What follows belongs to an exercise in optimizing a design on an open flow for small area and a short achievable clock period; a production flow would make more cautious choices.
Function was checked by simulation only, so behaviour that the tests miss may differ from the original.
Power figures rest on the tool's default switching activity, not on a simulated workload.

==> design/flow/design.v <==
module Master (
    input  wire pclk,
    input  wire presetn,
    input  wire transfer,
    output wire acc
);
    reg [1:0] st;
    always @(posedge pclk or negedge presetn) begin
        if (!presetn)
            st <= 2'b00;
        else case (st)
            2'b00:   st <= {1'b0, transfer};           
            2'b01:   st <= 2'b10;                      
            2'b10:   st <= 2'b11;                      
            default: st <= transfer ? 2'b11 : 2'b00;   
        endcase
    end
    assign acc = st[1];
endmodule
module Slave (
    input  wire        pclk,
    input  wire        presetn,
    input  wire        acc,
    input  wire        rw,
    input  wire [6:0]  addr,
    input  wire [31:0] wdata,
    output reg  [31:0] prdata
);
    reg [31:0] mem [0:127];
    wire wr = acc & rw;
    wire rd = acc & ~rw;
    wire [7:0]  plo = 8'b1 << addr[2:0];
    wire [15:0] phi = 16'b1 << addr[6:3];
    wire [15:0] phw = phi & {16{wr}};
    wire [15:0] phr = phi & {16{rd}};
    wire [127:0] rsel;
    genvar i, b, g;
    generate
        for (i = 0; i < 128; i = i + 1) begin : g_word
            assign rsel[i] = plo[i % 8] & phr[i / 8];
            always @(posedge pclk)
                if (plo[i % 8] && phw[i / 8])
                    mem[i] <= wdata;
        end
    endgenerate
    wire [31:0] nxt;
    generate
        for (b = 0; b < 32; b = b + 1) begin : g_bit
            wire [42:0] y;
            for (g = 0; g < 42; g = g + 1) begin : g_aoi
                AOI222 u (.a0(mem[3*g][b]), .s0(rsel[3*g]),
                          .a1(mem[3*g+1][b]), .s1(rsel[3*g+1]),
                          .a2(mem[3*g+2][b]), .s2(rsel[3*g+2]), .y(y[g]));
            end
            AOI222 u_last (.a0(mem[126][b]), .s0(rsel[126]),
                           .a1(mem[127][b]), .s1(rsel[127]),
                           .a2(prdata[b]), .s2(~rd), .y(y[42]));
            wire [10:0] z;
            for (g = 0; g < 10; g = g + 1) begin : g_and
                AND4 u (.a(y[4*g]), .b(y[4*g+1]), .c(y[4*g+2]), .d(y[4*g+3]), .y(z[g]));
            end
            AND3 u_a3 (.a(y[40]), .b(y[41]), .c(y[42]), .y(z[10]));
            wire [2:0] w;
            AND4 u_w0 (.a(z[0]), .b(z[1]), .c(z[2]),  .d(z[3]), .y(w[0]));
            AND4 u_w1 (.a(z[4]), .b(z[5]), .c(z[6]),  .d(z[7]), .y(w[1]));
            AND3 u_w2 (.a(z[8]), .b(z[9]), .c(z[10]), .y(w[2]));
            NAND3 u_f (.a(w[0]), .b(w[1]), .c(w[2]), .y(nxt[b]));
        end
    endgenerate
    always @(posedge pclk or negedge presetn) begin
        if (!presetn)
            prdata <= 32'b0;
        else
            prdata <= nxt;
    end
endmodule
module AOI222 (input wire a0, s0, a1, s1, a2, s2, output wire y);
    assign y = ~((a0 & s0) | (a1 & s1) | (a2 & s2));
endmodule
module AND4 (input wire a, b, c, d, output wire y);
    assign y = a & b & c & d;
endmodule
module AND3 (input wire a, b, c, output wire y);
    assign y = a & b & c;
endmodule
module NAND3 (input wire a, b, c, output wire y);
    assign y = ~(a & b & c);
endmodule
module Top #(parameter DATA = 32, ADDR = 32)(
    input  wire             pclk,
    input  wire             presetn,
    input  wire             transfer,
    input  wire             rw,
    input  wire [ADDR-1:0]  addr_in,
    input  wire [DATA-1:0]  data_in,
    output wire [DATA-1:0]  prdata
);
    wire acc;
    Master master_inst (
        .pclk    (pclk),
        .presetn (presetn),
        .transfer(transfer),
        .acc     (acc)
    );
    Slave slave_inst (
        .pclk   (pclk),
        .presetn(presetn),
        .acc    (acc),
        .rw     (rw),
        .addr   (addr_in[6:0]),
        .wdata  (data_in),
        .prdata (prdata)
    );
endmodule
==> design/flow/flow/run.sh <==
#!/bin/bash
set -euo pipefail
bash standard.sh \
  SETUP_SLACK_MARGIN=6 \
  "BUFFER_PORTS_ARGS=-buffer_cell sky130_fd_sc_hd__buf_4" \
  finish > flow_make.log 2>&1
==> design/flow/standard.sh <==
#!/bin/bash
# synth_recipe.tcl (not shown) runs the flow's synth.tcl, then flattens the netlist and writes it again
# the make line also repeats each setting of config.mk as NAME=value (left out here)
make -C /OpenROAD-flow-scripts/flow DESIGN_CONFIG=/design/flow/config.mk WORK_HOME=/design/flow/orfs CLKGATE_MAP_FILE= SYNTH_SCRIPT=/design/flow/synth_recipe.tcl "${@:-finish}"
==> design/flow/config.mk <==
export PLATFORM = sky130hd
export DESIGN_NAME = Top
export DESIGN_NICKNAME = Top
export VERILOG_FILES = /design/flow/design.v
export SDC_FILE = /design/flow/constraint.sdc
export NUM_CORES = 4
export LEC_CHECK = 0
export CAP_MARGIN = 20
export CELL_PAD_IN_SITES_DETAIL_PLACEMENT = 1
export CELL_PAD_IN_SITES_GLOBAL_PLACEMENT = 1
export CORE_MARGIN = 2
export CORE_UTILIZATION = 60
export CTS_CLUSTER_DIAMETER = 100
export CTS_CLUSTER_SIZE = 25
export PLACE_DENSITY = 0.7
export SLEW_MARGIN = 20
export SYNTH_HIERARCHICAL = 1
export SYNTH_MINIMUM_KEEP_SIZE = 0
==> design/flow/constraint.sdc <==
create_clock -name core_clock -period 9.0 [get_ports {pclk}]
set_input_delay 1.8000 -clock core_clock [delete_from_list [all_inputs] [get_ports {pclk}]]
set_output_delay 1.8000 -clock core_clock [all_outputs]
set_load 0.01 [all_outputs]
==> run_results.csv, run 1 <==
group,metric,value,unit
clocking,cts_tree,"built",
floorplanning,coreArea,238000,sq um
detailed_routing,drt_iter0_drc,21300,
critical_path,crit_path_frequent_cell,"buf_12",
timing,fin_worst_skew,34.2,ps
timing,finalSetupTns,0,ps
global_routing,globalRouteTotalUtil,40.0,%
timing,fin_crit_sh,41.3,%
critical_path,path_depth,11,
synthesis,synth_top_cell_by_area,"edfxtp_1",
final_layout,area_delta_synth_final,15.8,%
timing,slew_viol_final,0,
critical_path,end_kind,"register",
clocking,cts_root_buffer,"clkbuf_16",
synthesis,ys_types,28,
place,io_buffers,74,
timing,worstMarginPinSlew,1150,ps
synthesis,synth_seq_cells,4130,
critical_path,crit_type,"in2reg",
final_layout,final_util,69.9,%
global_routing,overflow,0,
critical_path,start_kind,"primary input",
detailed_routing,ant_nets,0,
power,p_seq_share,65.2,%
final_layout,drive_gt1_share,20.7,%
power,irDropWorstVdd,231,uV
synthesis,syn_area_per_cell,22.6,sq um
clocking,clock_path_buffers,3,
worst_hold_path,min_to,"master_inst.st[0]",
critical_path,r2r_start,"master_inst.st[1]",
clocking,hold_buffers,0,
synthesis,netlist_top_cells_count,"edfxtp_1 (4096), a222oi_1 (1376), and4_1 (384), nor3_1 (226), and3_1 (64)",
place,gp_congestion,0.818,
critical_path,r2r_cells,13,
critical_path,slowest_stage,"a222oi_1",
floorplanning,dieArea,243000,sq um
detailed_routing,drcViolationCount,0,
detailed_routing,wire_per_inst,47.7,um
synthesis,synth.cell_area,144000,sq um
critical_path,path_delay_family,"simple AND/OR/NAND/NOR gates",
status,outcome,"complete, no violations",
critical_path,r2r_setup_slack,5680,ps
power,p_clk_share,29.3,%
synthesis,synth_edf_count,4096,
synthesis,synth_ff_type,"edfxtp_1",
job,max_cap_violations,0,
synthesis,synth_top_cell_area_share,85.7,%
timing,rsz0062_at_grt,"true",
synthesis,yosysSeqAreaShare,86.3,%
critical_path,path_buf_inv,5,
floorplanning,die_y,493,um
floorplanning,ioPinCount,100,
global_routing,grt_max_degree,87,
synthesis,syn_nets,6425,
detailed_routing,drt-total-wl,500000,um
floorplanning,rows,179,
timing,finalHoldViolations,0,
critical_path,cp.arrival,4470,ps
synthesis,yosysMostFrequentCell,"edfxtp_1",
detailed_routing,num_vias,84700,
worst_hold_path,hold_path_class,"reg2reg",
synthesis,ys.warnings.count,10,
synthesis,yosys-top-cells-area,"edfxtp_1 (86%), a222oi_1 (9.6%), and4_1 (2.3%)",
critical_path,max_stage_delay,490,ps
synthesis,async_flop_share,0.823,%
power,p_leak,51.8,nW
clocking,cts_sinks,4130,
global_routing,grt_antenna_before_repair,31,
critical_path,r2r-end,"slave_inst.prdata[7]",
timing,fin_crit,3720,ps
timing,max_clock_freq,269,MHz
clocking,clk_pin_slew,90,ps
floorplanning,chipWidth,493,um
timing,relSlewSlack,23.6,%
power,p_sw,7.05,mW
power,switching_share,21.5,%
critical_path,cp_cell_sequence,"buf_12 > or3b_4 > buf_12 > nor3_4 > buf_12 > buf_8 > buf_16 > a222oi_1 > and4_4 > and4_4 > nand3_2",
detailed_routing,viasPerCell,8.09,
clocking,clk_latency,880,ps
final_layout,finalNetCount,7296,
floorplanning,start_util,60.4,%
global_routing,grt_pass1_wl,669000,um
global_routing,grt_pass1_vias,82400,
power,cellPowerDensity,197,nW/um^2
power,p_int,25.8,mW
detailed_routing,drt-pass1-iter-count,22,
critical_path,path_max_fanout,10,
timing,hold_ws,561,ps
clocking,h-tree-depth,4,
synthesis,syn-instance-count,6355,
critical_path,crit_required,9750,ps
clocking,cts-buffers-inserted,183,
power,combinationalPowerShare,5.5,%
worst_hold_path,hold_depth,1,
place,post-dp-hpwl,246000,um
timing,setup_viol,0,
worst_hold_path,min_from,"master_inst.st[0]",
==> modules after synthesis (local to each module, per instance), excerpt <==
module | cells inside | copies in the design | cell area (sq um) | flip-flops and latches
AND3 | 1 | 64 | 6.26 | 0
AND4 | 1 | 384 | 8.76 | 0
AOI222 | 1 | 1376 | 10.0 | 0
Master | 11 | 1 | 115 | 2
NAND3 | 1 | 32 | 5.00 | 0
Slave | 4488 | 1 | 126000 | 4128
==> stage by stage <==
step	std cells	cell area [sq um]	worst slack (ps)	total power, mW
floorplan	6355	147000	4980	22.2
global placement	9826	153000	3280	23.1
detailed placement	9826	153000	3170	23.1
CTS	10400	165000	5520	32.6
global route	10500	166000	5420	33.3
finish	10500	166000	5280	32.8
==> how the worst max path moves through the flow <==
stage | slack [ps] | endpoint | start
global placement | 3280 | slave_inst.prdata[19] | addr_in[4]
finish | 5280 | slave_inst.prdata[7] | addr_in[0]
detailed placement | 3170 | slave_inst.prdata[3] | addr_in[0]
floorplan | 4980 | slave_inst.prdata[0] | addr_in[5]
global route | 5420 | slave_inst.prdata[7] | addr_in[0]
CTS | 5520 | slave_inst.prdata[5] | addr_in[0]
==> final cells by class <==
class / instances / area [sq um]
diodes: 16 / 40.0
clock buffers: 238 / 4960
clock inverters: 8 / 108
fillers: 17900 / 71500
inverters: 3 / 11.3
multi-input cells: 2144 / 22900
flip-flops and latches: 4130 / 124000
well taps: 3167 / 3960
repair buffers: 764 / 10500
==> cell families (layout without fill, tap and decap cells) <==
| kind of cell | Yosys count | after routing | share of synthesized area [%] |
|---|---|---|---|
| flops | 4130 | 4130 | 86.3 |
| compound gates | 1378 | 1378 | 9.60 |
| simple gates | 759 | 764 | 3.85 |
| buf+inv | 86 | 1013 | 0.274 |
| fa+ha+maj | 2 | 2 | 0.0174 |
| other cells | 0 | 16 | 0 |
==> registers in the layout (all words and copies together), names as in the netlist <==
name / cells
master_inst.st: 2
slave_inst.mem: 4096
slave_inst.prdata: 32
==> placed cells by master (no fill, tap or decap), types with 2 or more instances in the layout <==
master,n
edfxtp_1,4096
a222oi_1,1376
buf_4,324
nor3_4,256
clkbuf_16,208
and4_1,171
and4_4,168
buf_6,159
buf_12,148
buf_16,72
and3_1,54
clkbuf_1,47
and4_2,45
buf_8,30
nand3_2,26
dfrtp_2,20
diode_2,16
dfrtp_1,14
bufbuf_16,12
and3_4,8
nand3b_1,4
or3b_4,4
nand3_1,4
inv_6,4
inv_1,3
nand3_4,3
nand2b_4,3
nand4bb_4,3
nand4b_1,3
ha_1,2
and3_2,2
clkinv_8,2
inv_16,2
nand2_4,2
clkbuf_8,2
==> routing by layer <==
metal,wire length [um],vias up,GRT usage [%]
met4,32400,20,21.1
met1,165000,44100,53.9
met2,234000,7595,62.8
li1,-,31800,-
met3,67400,1162,7.98
met5,345,-,0
==> timing repair <==
action,in CTS,in global routing
gates cloned,66,20
resized for setup,847,149
pin swaps,178,104
setup endpoints to repair,3335,2200
buffers inserted,232,64
==> power by group through the flow <==
stage | sequential, mW | clock, mW | combinational [mW]
2_1_floorplan | 21.7 | 0 | 0.491
3_3_place_gp | 21.8 | 0 | 1.27
3_5_place_dp | 21.8 | 0 | 1.33
4_1_cts | 21.4 | 9.51 | 1.68
5_1_grt | 21.4 | 10.1 | 1.84
6_report | 21.4 | 9.61 | 1.82
==> run 2: changes to the inputs <==
--- a/design/flow/design.v
+++ b/design/flow/design.v
@@ -32,13 +32,12 @@
     wire [7:0]  plo = 8'b1 << addr[2:0];
     wire [15:0] phi = 16'b1 << addr[6:3];
-    wire [15:0] phw = phi & {16{wr}};
-    wire [15:0] phr = phi & {16{rd}};
-    wire [127:0] rsel;
+    wire [127:0] rsel, wsel;
     genvar i, b, g;
     generate
         for (i = 0; i < 128; i = i + 1) begin : g_word
-            assign rsel[i] = plo[i % 8] & phr[i / 8];
+            AND3 u_r (.a(plo[i % 8]), .b(phi[i / 8]), .c(rd), .y(rsel[i]));
+            AND3 u_w (.a(plo[i % 8]), .b(phi[i / 8]), .c(wr), .y(wsel[i]));
             always @(posedge pclk)
-                if (plo[i % 8] && phw[i / 8])
+                if (wsel[i])
                     mem[i] <= wdata;
         end
==> design/flow/config.mk (replaced) <==
export PLATFORM = sky130hd
export DESIGN_NAME = Top
export DESIGN_NICKNAME = Top
export VERILOG_FILES = /design/flow/design.v
export SDC_FILE = /design/flow/constraint.sdc
export NUM_CORES = 4
export LEC_CHECK = 0
export CAP_MARGIN = 20
export CELL_PAD_IN_SITES_DETAIL_PLACEMENT = 0
export CELL_PAD_IN_SITES_GLOBAL_PLACEMENT = 0
export CORE_MARGIN = 2
export CORE_UTILIZATION = 66
export CTS_CLUSTER_DIAMETER = 100
export CTS_CLUSTER_SIZE = 25
export PLACE_DENSITY = 0.75
export SLEW_MARGIN = 20
export SYNTH_HIERARCHICAL = 1
export SYNTH_MINIMUM_KEEP_SIZE = 0
==> run 2 against run 1 <==
Still clean on timing, DRC and antenna. Final area fell by 6.3%. Die area fell by 9.0%. Count of clock-buffer cells in the layout fell by 24. Worst hold slack got worse by 3.3 ps. Sequential share of layout area rose by 5.0 points. Setup slack got worse by 34 ps. Synthesized cell count fell by 1.1%. Critical path type unchanged.
==> run_results.csv, run 2 <==
group,metric,value,unit
synthesis,synth_ff_type,"edfxtp_1",
critical_path,r2r_setup_slack,5680,ps
power,switching_share,21.3,%
floorplanning,dieArea,221000,sq um
power,p_leak,45.0,nW
final_layout,largest_reg_flops,4096,
clocking,clk_pin_slew,100,ps
detailed_routing,met3_length,72500,um
final_layout,drive_gt1_share,12.3,%
timing,rsz0062_at_grt,"true",
power,p_seq_share,66.6,%
power,fin_total_pwr,32.3,mW
synthesis,ys_types,24,
clocking,cts_tree,"built",
timing,fin_crit_sh,41.7,%
floorplanning,ioPinCount,100,
final_layout,top_regs,"slave_inst.mem (4096), slave_inst.prdata (32), master_inst.st (2)",
synthesis,ys.warnings.count,10,
floorplanning,die_y,470,um
worst_hold_path,hold_path_class,"reg2reg",
critical_path,r2r_start,"master_inst.st[1]",
floorplanning,coreArea,217000,sq um
detailed_routing,ant_nets,0,
synthesis,synth_top_cell_area_share,85.7,%
place,post-dp-hpwl,211000,um
detailed_routing,wire_per_inst,44.0,um
detailed_routing,met1_length,136000,um
final_layout,fillers,12000,
power,p_clk_share,28.8,%
synthesis,yosys-top-cells-area,"edfxtp_1 (86%), a222oi_1 (9.6%), and4_1 (2.3%)",
detailed_routing,drt-total-wl,423000,um
power,p_int,25.4,mW
timing,hold_ws,558,ps
detailed_routing,drcViolationCount,0,
timing,setup_viol,0,
synthesis,syn_area_per_cell,22.9,sq um
global_routing,grt_max_degree,110,
final_layout,finalNetCount,6762,
global_routing,grt_antenna_before_repair,44,
synthesis,syn-instance-count,6282,
critical_path,r2r-end,"slave_inst.prdata[5]",
timing,slew_viol_final,0,
timing,fin_crit,3750,ps
critical_path,end_kind,"register",
synthesis,yosysSeqAreaShare,86.3,%
clocking,cts_root_buffer,"clkbuf_16",
synthesis,syn_nets,6352,
synthesis,async_flop_share,0.823,%
worst_hold_path,min_to,"master_inst.st[0]",
clocking,clk_latency,910,ps
place,pre_cts_slack,3680,ps
global_routing,grt_pass1_vias,74700,
final_layout,layout_commonest_cell,"edfxtp_1",
timing,finalSetupTns,0,ps
synthesis,yosysMostFrequentCell,"edfxtp_1",
job,max_cap_violations,0,
power,irDropWorstVdd,196,uV
final_layout,seq_area,124000,sq um
critical_path,crit_type,"in2reg",
final_layout,multiInputGateArea,22000,sq um
critical_path,start_kind,"primary input",
detailed_routing,drt-pass1-iter-count,14,
synthesis,netlist_top_cells_count,"edfxtp_1 (4096), a222oi_1 (1376), and4_1 (385), and3_1 (321), dfrtp_1 (34)",
clocking,h-tree-depth,4,
power,cellPowerDensity,207,nW/um^2
clocking,clock_path_buffers,3,
power,p_sw,6.88,mW
synthesis,synth_seq_cells,4130,
critical_path,cp.arrival,4520,ps
synthesis,synth.cell_area,144000,sq um
critical_path,crit_required,9770,ps
final_layout,area_delta_synth_final,8.52,%
clocking,cts_sinks,4130,
status,outcome,"complete, no violations",
timing,timing.final.ws_setup,5250,ps
floorplanning,rows,171,
floorplanning,start_util,66.2,%
final_layout,final_cell_mix,"edfxtp_1 (4096), a222oi_1 (1376), and3_4 (307)",
critical_path,r2r_cells,7,
power,combinationalPowerShare,4.7,%
timing,max_clock_freq,266,MHz
timing,worstMarginPinSlew,1180,ps
timing,relSlewSlack,21.4,%
global_routing,globalRouteTotalUtil,36.8,%
clocking,cts-buffers-inserted,183,
synthesis,synth_top_cell_by_area,"edfxtp_1",
timing,fin_worst_skew,39.7,ps
place,io_buffers,74,
floorplanning,chipWidth,470,um
timing,finalHoldViolations,0,
detailed_routing,viasPerCell,8.44,
worst_hold_path,min_from,"master_inst.st[0]",
critical_path,path_max_fanout,40,
place,gp_congestion,0.853,
detailed_routing,wl_met2,191000,um
detailed_routing,num_vias,81100,
worst_hold_path,hold_depth,1,
detailed_routing,highest_layer,"met5",
final_layout,largest-register,"slave_inst.mem",
synthesis,synth_edf_count,4096,
global_routing,grt_pass1_wl,568000,um
final_layout,final_util,71.9,%
detailed_routing,drt_iter0_drc,21800,
global_routing,overflow,0,
-- run 2: changes by cell type in the layout (fill, tap and decap cells not counted), moves of 69 or more --
cell and change:
and4_1 +123, nor3_4 -255, and4_4 -160, buf_4 -232, and3_4 +299, buf_12 -147
buf_16 -69, buf_6 -114
-- run 2: area by class of cell --
class	instances	share of cell area [%]
Clock buffer	214	3.08
Antenna cell	29	0.0466
Tap cell	2854	2.29
Sequential cell	4130	79.5
Timing Repair Buffer	143	0.854
Inverter	3	0.00723
Multi-Input combinational cell	2231	14.1
Clock inverter	9	0.0795
-- run 2: what timing repair did --
action / in CTS / in global routing
hold buffers: 0 / 0
resized for setup: 330 / 45
pin swaps: 53 / 30
cloned: 55 / 32
endpoints found under the setup margin: 3488 / 3233
buffers inserted: 22 / 0
-- run 2: routing by layer --
layer  vias to the layer above  GRT usage, %
met5                         -             0
li1                      30900             -
met4                        36          17.0
met1                     40800          51.1
met3                      1115          10.9
met2                      8308          54.9
-- run 2: per-module statistics from Yosys, one instance, submodules excluded, excerpt --
module	flops+latches	cells
AND3	0	1
AND4	0	1
AOI222	0	1
Master	2	11
NAND3	0	1
Slave	4128	4159
-- run 2: worst max-delay path by stage --
stage,from,endpoint,slack (ps),cells past startpoint
floorplan,rw,slave_inst.prdata[0],5020,6
global placement,addr_in[2],slave_inst.prdata[17],3790,8
detailed placement,addr_in[2],slave_inst.prdata[16],3680,8
CTS,addr_in[0],slave_inst.prdata[5],5520,9
global route,addr_in[4],slave_inst.prdata[0],5340,7
finish,addr_in[2],slave_inst.prdata[1],5250,8
-- run 2: power by group through the flow --
stage                     combinational, mW  clock, mW  sequential (mW)
final                                  1.51       9.29             21.5
after global routing                   1.52       9.87             21.5
after CTS                              1.41       9.27             21.5
after detailed placement               1.26          0             21.9
after global placement                 1.22          0             21.9
after floorplan                       0.366          0             21.7
-- run 2: kinds of logic (layout without fill, tap and decap cells) --
| logic type | Yosys count | after routing | synth area share [%] |
|---|---|---|---|
| compound gates | 1378 | 1378 | 9.61 |
| fa+ha+maj | 2 | 2 | 0.0174 |
| buf+inv | 7 | 369 | 0.0392 |
| flops | 4130 | 4130 | 86.3 |
| other cells | 0 | 29 | 0 |
| simple gates | 765 | 851 | 4.07 |
-- run 2: worst max-delay path: stages --
cell	delay, ps
buf_4	170
and3b_2	230
buf_6	290
and3_2	520
a222oi_1	480
and4_1	450
and4_1	370
nand3_1	140
-- run 2: stage by stage --
step                cells  area (sq um)
global placement     9252        149000
global route         9589        156000
CTS                  9552        155000
floorplan            6282        144000
detailed placement   9252        149000
finish               9613        156000
==> run 3: changes to the inputs <==
--- a/design/flow/design.v
+++ b/design/flow/design.v
@@ -32,9 +32,10 @@
     wire [7:0]  plo = 8'b1 << addr[2:0];
     wire [15:0] phi = 16'b1 << addr[6:3];
-    wire [127:0] rsel, wsel;
+    wire [127:0] rsel, rsel_h, wsel;
     genvar i, b, g;
     generate
         for (i = 0; i < 128; i = i + 1) begin : g_word
             AND3 u_r (.a(plo[i % 8]), .b(phi[i / 8]), .c(rd), .y(rsel[i]));
+            AND3 u_rh (.a(plo[i % 8]), .b(phi[i / 8]), .c(rd), .y(rsel_h[i]));
             AND3 u_w (.a(plo[i % 8]), .b(phi[i / 8]), .c(wr), .y(wsel[i]));
             always @(posedge pclk)
@@ -47,11 +48,12 @@
         for (b = 0; b < 32; b = b + 1) begin : g_bit
             wire [42:0] y;
+            wire [127:0] rs = (b < 16) ? rsel : rsel_h;
             for (g = 0; g < 42; g = g + 1) begin : g_aoi
-                AOI222 u (.a0(mem[3*g][b]), .s0(rsel[3*g]),
-                          .a1(mem[3*g+1][b]), .s1(rsel[3*g+1]),
-                          .a2(mem[3*g+2][b]), .s2(rsel[3*g+2]), .y(y[g]));
+                AOI222 u (.a0(mem[3*g][b]), .s0(rs[3*g]),
+                          .a1(mem[3*g+1][b]), .s1(rs[3*g+1]),
+                          .a2(mem[3*g+2][b]), .s2(rs[3*g+2]), .y(y[g]));
             end
-            AOI222 u_last (.a0(mem[126][b]), .s0(rsel[126]),
-                           .a1(mem[127][b]), .s1(rsel[127]),
+            AOI222 u_last (.a0(mem[126][b]), .s0(rs[126]),
+                           .a1(mem[127][b]), .s1(rs[127]),
                            .a2(prdata[b]), .s2(~rd), .y(y[42]));
             wire [10:0] z;
==> run 3 against run 2 <==
Wire length grew 6.4%. Via count grew 5.3%. Non-clock buffer count grew 280. Clock power grew 1%. Critical path depth grew 2. Sequential cell count is the same. Count of clock-buffer cells in the layout grew 26. Sequential share of layout area shrank 3.1 points. Area after synthesis grew 0.56%. Largest power group unchanged. Highest routed layer unchanged.
==> run_results.csv, run 3 <==
group,metric,value,unit
status,outcome,"complete, no violations",
detailed_routing,drcViolationCount,0,
detailed_routing,wire_per_inst,44.6,um
critical_path,r2r_start,"master_inst.st[1]",
timing,finalHoldViolations,0,
floorplanning,rows,171,
timing,fin_worst_skew,64.1,ps
final_layout,final_cell_mix,"edfxtp_1 (4096), a222oi_1 (1376), and3_4 (422)",
critical_path,start_kind,"primary input",
job,max_cap_violations,0,
timing,relSlewSlack,23.1,%
synthesis,netlist_top_cells_count,"edfxtp_1 (4096), a222oi_1 (1376), and3_1 (449), and4_1 (385), dfrtp_1 (34)",
clocking,clk_latency,890,ps
timing,worstMarginPinSlew,1150,ps
clocking,cts_sinks,4130,
critical_path,crit_type,"in2reg",
final_layout,top_regs,"slave_inst.mem (4096), slave_inst.prdata (32), master_inst.st (2)",
power,cellPowerDensity,205,nW/um^2
critical_path,crit_required,9770,ps
place,dpl.cell_count,9384,
clocking,cts_tree,"built",
clocking,cts-buffers-inserted,183,
critical_path,max_stage_delay,840,ps
synthesis,synth_top_cell_area_share,85.2,%
final_layout,fin_cells,10100,
place,placed_area,150000,sq um
final_layout,finalNetCount,7211,
critical_path,path_max_fanout,8,
global_routing,grt_max_degree,115,
worst_hold_path,hold_depth,1,
synthesis,ys_types,24,
critical_path,end_kind,"register",
power,irDropWorstVdd,234,uV
clocking,clock_path_buffers,3,
timing,fin_crit,3540,ps
clocking,clk_pin_slew,90,ps
synthesis,synth_ff_type,"edfxtp_1",
detailed_routing,drt_iter0_drc,23700,
timing,setup_viol,0,
timing,rsz0062_at_grt,"true",
power,p_leak,48.5,nW
timing,max_clock_freq,282,MHz
final_layout,largest-register,"slave_inst.mem",
synthesis,synth.cell_area,144000,sq um
critical_path,cp.arrival,4310,ps
timing,hold_ws,531,ps
synthesis,async_flop_share,0.823,%
worst_hold_path,min_from,"master_inst.st[0]",
synthesis,syn-instance-count,6410,
floorplanning,coreArea,217000,sq um
place,io_buffers,74,
floorplanning,dieArea,222000,sq um
critical_path,slowest_stage,"a222oi_1",
floorplanning,die_y,472,um
final_layout,layout_commonest_cell,"edfxtp_1",
detailed_routing,drt-total-wl,450000,um
synthesis,yosysSeqAreaShare,85.8,%
synthesis,yosysMostFrequentCell,"edfxtp_1",
detailed_routing,num_vias,85400,
place,gp_congestion,0.848,
detailed_routing,viasPerCell,8.46,
global_routing,globalRouteTotalUtil,39.1,%
global_routing,grt_pass1_wl,602000,um
final_layout,drive_gt1_share,19.9,%
synthesis,synth_top_cell_by_area,"edfxtp_1",
synthesis,ys.warnings.count,10,
critical_path,r2r_cells,9,
final_layout,area_delta_synth_final,12.3,%
floorplanning,ioPinCount,100,
final_layout,postLayoutCellArea,162000,sq um
critical_path,cp_cell_sequence,"buf_12 > nor2b_4 > buf_12 > buf_16 > buf_16 > and3_4 > a222oi_1 > and4_1 > and4_4 > nand3_2",
global_routing,grt_pass1_vias,78000,
clocking,h-tree-depth,4,
synthesis,syn_nets,6480,
synthesis,syn_area_per_cell,22.5,sq um
detailed_routing,drt-pass1-iter-count,20,
place,post-dp-hpwl,222000,um
floorplanning,start_util,66.4,%
timing,slew_viol_final,0,
global_routing,overflow,0,
critical_path,r2r_setup_slack,5720,ps
final_layout,largest_reg_flops,4096,
global_routing,grt_antenna_before_repair,43,
floorplanning,chipWidth,472,um
clocking,cts_root_buffer,"clkbuf_16",
worst_hold_path,min_to,"master_inst.st[0]",
synthesis,synth_seq_cells,4130,
timing,finalSetupTns,0,ps
synthesis,yosys-top-cells-area,"edfxtp_1 (85%), a222oi_1 (9.5%), and4_1 (2.3%)",
timing,fin_crit_sh,39.4,%
critical_path,r2r-end,"slave_inst.prdata[10]",
detailed_routing,ant_nets,0,
worst_hold_path,hold_path_class,"reg2reg",
synthesis,synth_edf_count,4096,
## run 3: worst max path at each step
stage	from	end	slack (ps)	cells after the start
detailed placement	addr_in[2]	slave_inst.prdata[24]	3750	8
CTS	slave_inst.prdata[7]	prdata[7]	5610	1
global route	rw	slave_inst.prdata[18]	5550	12
floorplan	rw	slave_inst.prdata[16]	4230	6
global placement	addr_in[2]	slave_inst.prdata[5]	3800	8
finish	rw	slave_inst.prdata[10]	5460	10
## run 3: power breakdown
part	switching [mW]	total [mW]	leakage, nW	internal (mW)
sequential	0.202	21.4	37.2	21.2
combinational	1.62	2.36	8.82	0.745
clock	5.53	9.42	2.46	3.89
## run 3: timing repair
item	4_1_cts	5_1_grt
hold buffers	0	0
setup endpoints to repair	4000	2375
pin swaps	310	135
buffers inserted	191	64
resized for setup	910	106
cloned	149	21
## run 3: kinds of logic after synthesis
| kind of cell | Yosys count | share of synthesized area [%] |
|---|---|---|
| buffers and inverters | 7 | 0.0390 |
| DFF | 4130 | 85.8 |
| and+or+nand+nor | 893 | 4.60 |
| AOI/OAI and AO/OA | 1378 | 9.55 |
| adders and majority gates | 2 | 0.0173 |
## run 3: final cells by class
| type | instances | area (sq um) |
|---|---|---|
| flip-flops and latches | 4130 | 124000 |
| clock inverters | 10 | 118 |
| repair buffers | 423 | 5290 |
| fillers | 11400 | 55200 |
| multi-input cells | 2400 | 24300 |
| clock buffers | 240 | 4960 |
| inverters | 3 | 11.3 |
| diodes | 38 | 95.1 |
| well taps | 2854 | 3570 |
## run 3: metal layers
layer	share of wire [%]	routed length [um]	global-route usage (%)	up-vias
met5	0.062	277	0.0433	-
met3	18	82300	14.5	1458
met4	6.6	29700	19.8	28
met2	44	197000	56.8	9042
met1	31	141000	52.6	42700
li1	-	-	-	32200
## run 3: worst max-delay path, delay by kind of cell
kind,cells,cell delay (ps)
AND/OR/NAND/NOR,5,1030
AO/OA/AOI/OAI,1,840
buffers and inverters,4,610
## run 3: per-module statistics from Yosys, one instance, submodules excluded, a selection
| module | flops+latches | times used | cells |
|---|---|---|---|
| AND3 | 0 | 448 | 1 |
| AND4 | 0 | 384 | 1 |
| AOI222 | 0 | 1376 | 1 |
| NAND3 | 0 | 32 | 1 |
| Master | 2 | 1 | 11 |
| Slave | 4128 | 1 | 4159 |
## run 3: metrics by stage
step / power [mW] / worst slack (ps) / util [%]
2_1_floorplan: 22.1 / 4230 / -
5_1_grt: 33.7 / 5550 / 74.6
3_3_place_gp: 23.0 / 3800 / 68.9
4_1_cts: 32.8 / 5610 / 74.0
3_5_place_dp: 23.1 / 3750 / 68.9
6_report: 33.2 / 5460 / 74.6
==> run 4: changes to the inputs <==
--- a/design/flow/design.v
+++ b/design/flow/design.v
@@ -30,6 +30,8 @@
     wire wr = acc & rw;
     wire rd = acc & ~rw;
-    wire [7:0]  plo = 8'b1 << addr[2:0];
-    wire [15:0] phi = 16'b1 << addr[6:3];
+    wire [7:0]  plo, plo_w;
+    wire [15:0] phi, phi_w;
+    PREDEC u_pr (.addr(addr), .lo(plo),   .hi(phi));
+    PREDEC u_pw (.addr(addr), .lo(plo_w), .hi(phi_w));
     wire [127:0] rsel, rsel_h, wsel;
     genvar i, b, g;
@@ -38,5 +40,5 @@
             AND3 u_r (.a(plo[i % 8]), .b(phi[i / 8]), .c(rd), .y(rsel[i]));
             AND3 u_rh (.a(plo[i % 8]), .b(phi[i / 8]), .c(rd), .y(rsel_h[i]));
-            AND3 u_w (.a(plo[i % 8]), .b(phi[i / 8]), .c(wr), .y(wsel[i]));
+            AND3 u_w (.a(plo_w[i % 8]), .b(phi_w[i / 8]), .c(wr), .y(wsel[i]));
             always @(posedge pclk)
                 if (wsel[i])
@@ -88,4 +90,8 @@
     assign y = ~(a & b & c);
 endmodule
+module PREDEC (input wire [6:0] addr, output wire [7:0] lo, output wire [15:0] hi);
+    assign lo = 8'b1 << addr[2:0];
+    assign hi = 16'b1 << addr[6:3];
+endmodule
 module Top #(parameter DATA = 32, ADDR = 32)(
     input  wire             pclk,
==> run 4 against run 3 <==
Still clean. Final area decreased by 0.81%. Setup slack got worse by 130 ps. Register-to-register slack got worse by 110 ps. Utilization decreased by 0.68 points. Non-clock buffer count decreased by 52. Area after synthesis increased by 0.24%. Final cell count decreased by 1.1%. Sequential cell count unchanged. Power decreased by 0.94%. Via count decreased by 3.8%. First-iteration DRC count decreased by 14%. Critical path type unchanged.
==> run_results.csv, run 4 <==
group,metric,value,unit
floorplanning,start_util,66.5,%
final_layout,largest-register,"slave_inst.mem",
clocking,clock_path_buffers,3,
final_layout,top_regs,"slave_inst.mem (4096), slave_inst.prdata (32), master_inst.st (2)",
clocking,clk_latency,900,ps
synthesis,synth_top_cell_area_share,85.0,%
timing,finalHoldViolations,0,
timing,fin_crit_sh,40.8,%
timing,finalSetupTns,0,ps
floorplanning,dieArea,223000,sq um
clocking,cts_sinks,4130,
job,max_cap_violations,0,
synthesis,syn-instance-count,6438,
global_routing,grt_antenna_before_repair,27,
global_routing,globalRouteTotalUtil,36.4,%
timing,slew_viol_final,0,
synthesis,synth_seq_cells,4130,
timing,hold_ws,542,ps
synthesis,synth_top_cell_by_area,"edfxtp_1",
clocking,clk_pin_slew,100,ps
synthesis,ys.warnings.count,10,
clocking,cts_tree,"built",
clocking,h-tree-depth,4,
detailed_routing,drt_iter0_drc,20400,
timing,fin_worst_skew,42.6,ps
place,gp_congestion,0.888,
critical_path,cp.arrival,4180,ps
final_layout,final_cell_mix,"edfxtp_1 (4096), a222oi_1 (1376), and3_4 (348)",
power,p_leak,48.0,nW
synthesis,ys_types,24,
critical_path,path_delay_family,"simple AND/OR/NAND/NOR gates",
detailed_routing,drcViolationCount,0,
final_layout,drive_gt1_share,18.2,%
critical_path,crit_type,"in2reg",
clocking,cts-buffers-inserted,183,
global_routing,grt_max_degree,130,
synthesis,synth.cell_area,145000,sq um
floorplanning,ioPinCount,100,
detailed_routing,viasPerCell,8.23,
final_layout,area_delta_synth_final,11.2,%
final_layout,largest_reg_flops,4096,
floorplanning,coreArea,218000,sq um
timing,max_clock_freq,272,MHz
worst_hold_path,hold_path_class,"reg2reg",
critical_path,cp_cell_sequence,"bufbuf_16 > and3b_1 > buf_4 > and3_2",
synthesis,yosys-top-cells-area,"edfxtp_1 (85%), a222oi_1 (9.5%), and4_1 (2.3%)",
critical_path,start_kind,"primary input",
floorplanning,die_y,472,um
synthesis,synth_ff_type,"edfxtp_1",
detailed_routing,drt-total-wl,424000,um
synthesis,synth_edf_count,4096,
status,outcome,"complete, no violations",
critical_path,r2r_setup_slack,5610,ps
floorplanning,rows,171,
final_layout,fillers,11600,
detailed_routing,num_vias,82200,
detailed_routing,wire_per_inst,42.4,um
timing,worstMarginPinSlew,1090,ps
power,cellPowerDensity,205,nW/um^2
floorplanning,chipWidth,472,um
critical_path,slowest_stage,"and3_2",
timing,setup_viol,0,
detailed_routing,drt-pass1-iter-count,17,
critical_path,end_kind,"register",
global_routing,grt_pass1_vias,75900,
place,post-dp-hpwl,224000,um
synthesis,syn_nets,6508,
critical_path,path_max_fanout,32,
global_routing,grt_pass1_wl,567000,um
final_layout,finalNetCount,7126,
critical_path,path_buf_inv,2,
synthesis,async_flop_share,0.823,%
critical_path,crit_required,9510,ps
power,irDropWorstVdd,249,uV
synthesis,syn_area_per_cell,22.5,sq um
final_layout,layout_commonest_cell,"edfxtp_1",
synthesis,netlist_top_cells_count,"edfxtp_1 (4096), a222oi_1 (1376), and3_1 (450), and4_1 (386), dfrtp_1 (34)",
final_layout,final_util,73.9,%
clocking,cts_root_buffer,"clkbuf_16",
timing,fin_crit,3670,ps
synthesis,yosysSeqAreaShare,85.6,%
critical_path,max_stage_delay,910,ps
global_routing,overflow,0,
timing,rsz0062_at_grt,"true",
place,io_buffers,74,
synthesis,yosysMostFrequentCell,"edfxtp_1",
timing,relSlewSlack,27.1,%
clocking,hold_buffers,0,
detailed_routing,ant_nets,0,
==> run 4: cell types whose count changed after synthesis, moves of 3 or more <==
cell / previous run / this run
and4bb_1: 4 / 10
and4b_1: 4 / 8
nor4b_4: 4 / 8
buf_6: 4 / 8
and3b_1: 3 / 6
nor3b_1: 3 / 6
==> run 4: final timing paths <==
kind	end	from	cells after the start
max in group asynchronous	slave_inst.prdata[25]	presetn	1
setup / recovery	slave_inst.mem[125][27]	addr_in[0]	4
setup reg to reg	slave_inst.mem[43][20]	master_inst.st[1]	3
min in group asynchronous	master_inst.st[1]	presetn	1
hold / removal	master_inst.st[0]	master_inst.st[0]	1
hold reg to reg	master_inst.st[0]	master_inst.st[0]	1
==> run 4: final cells by class <==
type | count | area (sq um) | area share [%]
flip-flops and latches | 4130 | 124000 | 77.0
multi-input cells | 2367 | 23800 | 14.8
inverters | 3 | 11.3 | 0.00700
well taps | 2854 | 3570 | 2.22
diodes | 16 | 40.0 | 0.0249
clock buffers | 235 | 4840 | 3.01
repair buffers | 371 | 4610 | 2.87
clock inverters | 12 | 163 | 0.101
==> run 4: Yosys stat by module (local to each module, per instance), excerpt <==
module / cell area [sq um] / cells inside
AND3: 6.26 / 1
AND4: 8.76 / 1
AOI222: 10.0 / 1
Master: 115 / 11
NAND3: 5.00 / 1
PREDEC: 337 / 28
Slave: 124000 / 4131
==> run 4: per-layer routing <==
layer,up-vias,share of wire (%),GRT usage (%)
li1,31900,-,-
met1,41200,32,48.7
met2,7867,45,54.6
met3,1225,16,10.4
met4,16,7.0,20.6
met5,-,0.028,0
==> run 4: per-stage QoR <==
stage / area, sq um / instances / worst slack, ps / power [mW]
2_1_floorplan: 145000 / 6438 / 4980 / 22.1
3_3_place_gp: 150000 / 9410 / 3620 / 23.0
3_5_place_dp: 150000 / 9410 / 3530 / 23.1
4_1_cts: 159000 / 9867 / 5530 / 32.6
5_1_grt: 161000 / 9977 / 5430 / 33.5
6_report: 161000 / 9988 / 5330 / 32.9
==> run 4: where the power goes <==
group	switching [mW]	internal, mW
clock network	5.47	3.83
registers	0.185	21.2
logic	1.41	0.763
total	7.07	25.8
==> run 4: cells by family (layout without fill, tap and decap cells) <==
group / Yosys count / in the layout / share of synthesized area [%]
buffers and inverters: 11 / 621 / 0.0700
AND/OR/NAND/NOR: 917 / 987 / 4.80
flip-flops: 4130 / 4130 / 85.6
AO/OA/AOI/OAI: 1378 / 1378 / 9.53
other: 0 / 16 / 0
adder cells (fa/ha/maj): 2 / 2 / 0.0173
==> run 4: repair_timing <==
action | CTS | global route
setup endpoints to repair | 4160 | 4032
gates cloned | 64 | 38
setup buffers | 146 | 66
pin swaps | 241 | 139
endpoints found under the hold margin | 0 | 0
gates resized for setup | 805 | 133
==> run 4: worst register-to-register path, cell delays in order (launching register included) <==
cell and delay [ps]:
dfrtp_1 650, and2_4 720, buf_16 440, and3_2 1160

-- port drivers added, routing unchanged --
The flow's constraints put no driver on any port. The routed layouts listed below were extracted and timed again, unchanged, in two steps.
Step 1, drivers: a clkbuf_16 drives pclk and a buf_2 each remaining input, both assumed.
Step 2, shift: input delay + t, output delay - t, t = (earliest + latest rising clock arrival at the registers) / 2. This alone moves slack from input paths to output paths.
Slacks: ideal / step 1 / step 2; pairs: ideal / step 1.
run | t, ns | setup WS [ns] | slew at the worst register clock pin (ns) | worst slew at a driven data input, ns | cell pins on the clock port's net
run 1 | 0.986 | 5.280 / 5.261 / 4.275 | 0.12 / 0.12 | 0.22 | 1
run 2 | 0.978 | 5.246 / 5.181 / 4.204 | 0.11 / 0.11 | 0.17 | 1
run 3 | 0.964 | 5.456 / 5.332 / 4.369 | 0.11 / 0.11 | 0.32 | 1
run 4 | 0.976 | 5.328 / 5.113 / 4.136 | 0.11 / 0.11 | 0.34 | 1
After both steps every run listed still meets setup and hold. For run 4, which loses most, drivers alone change the setup slack by -0.215 ns; drivers and shift together by -1.192 ns.
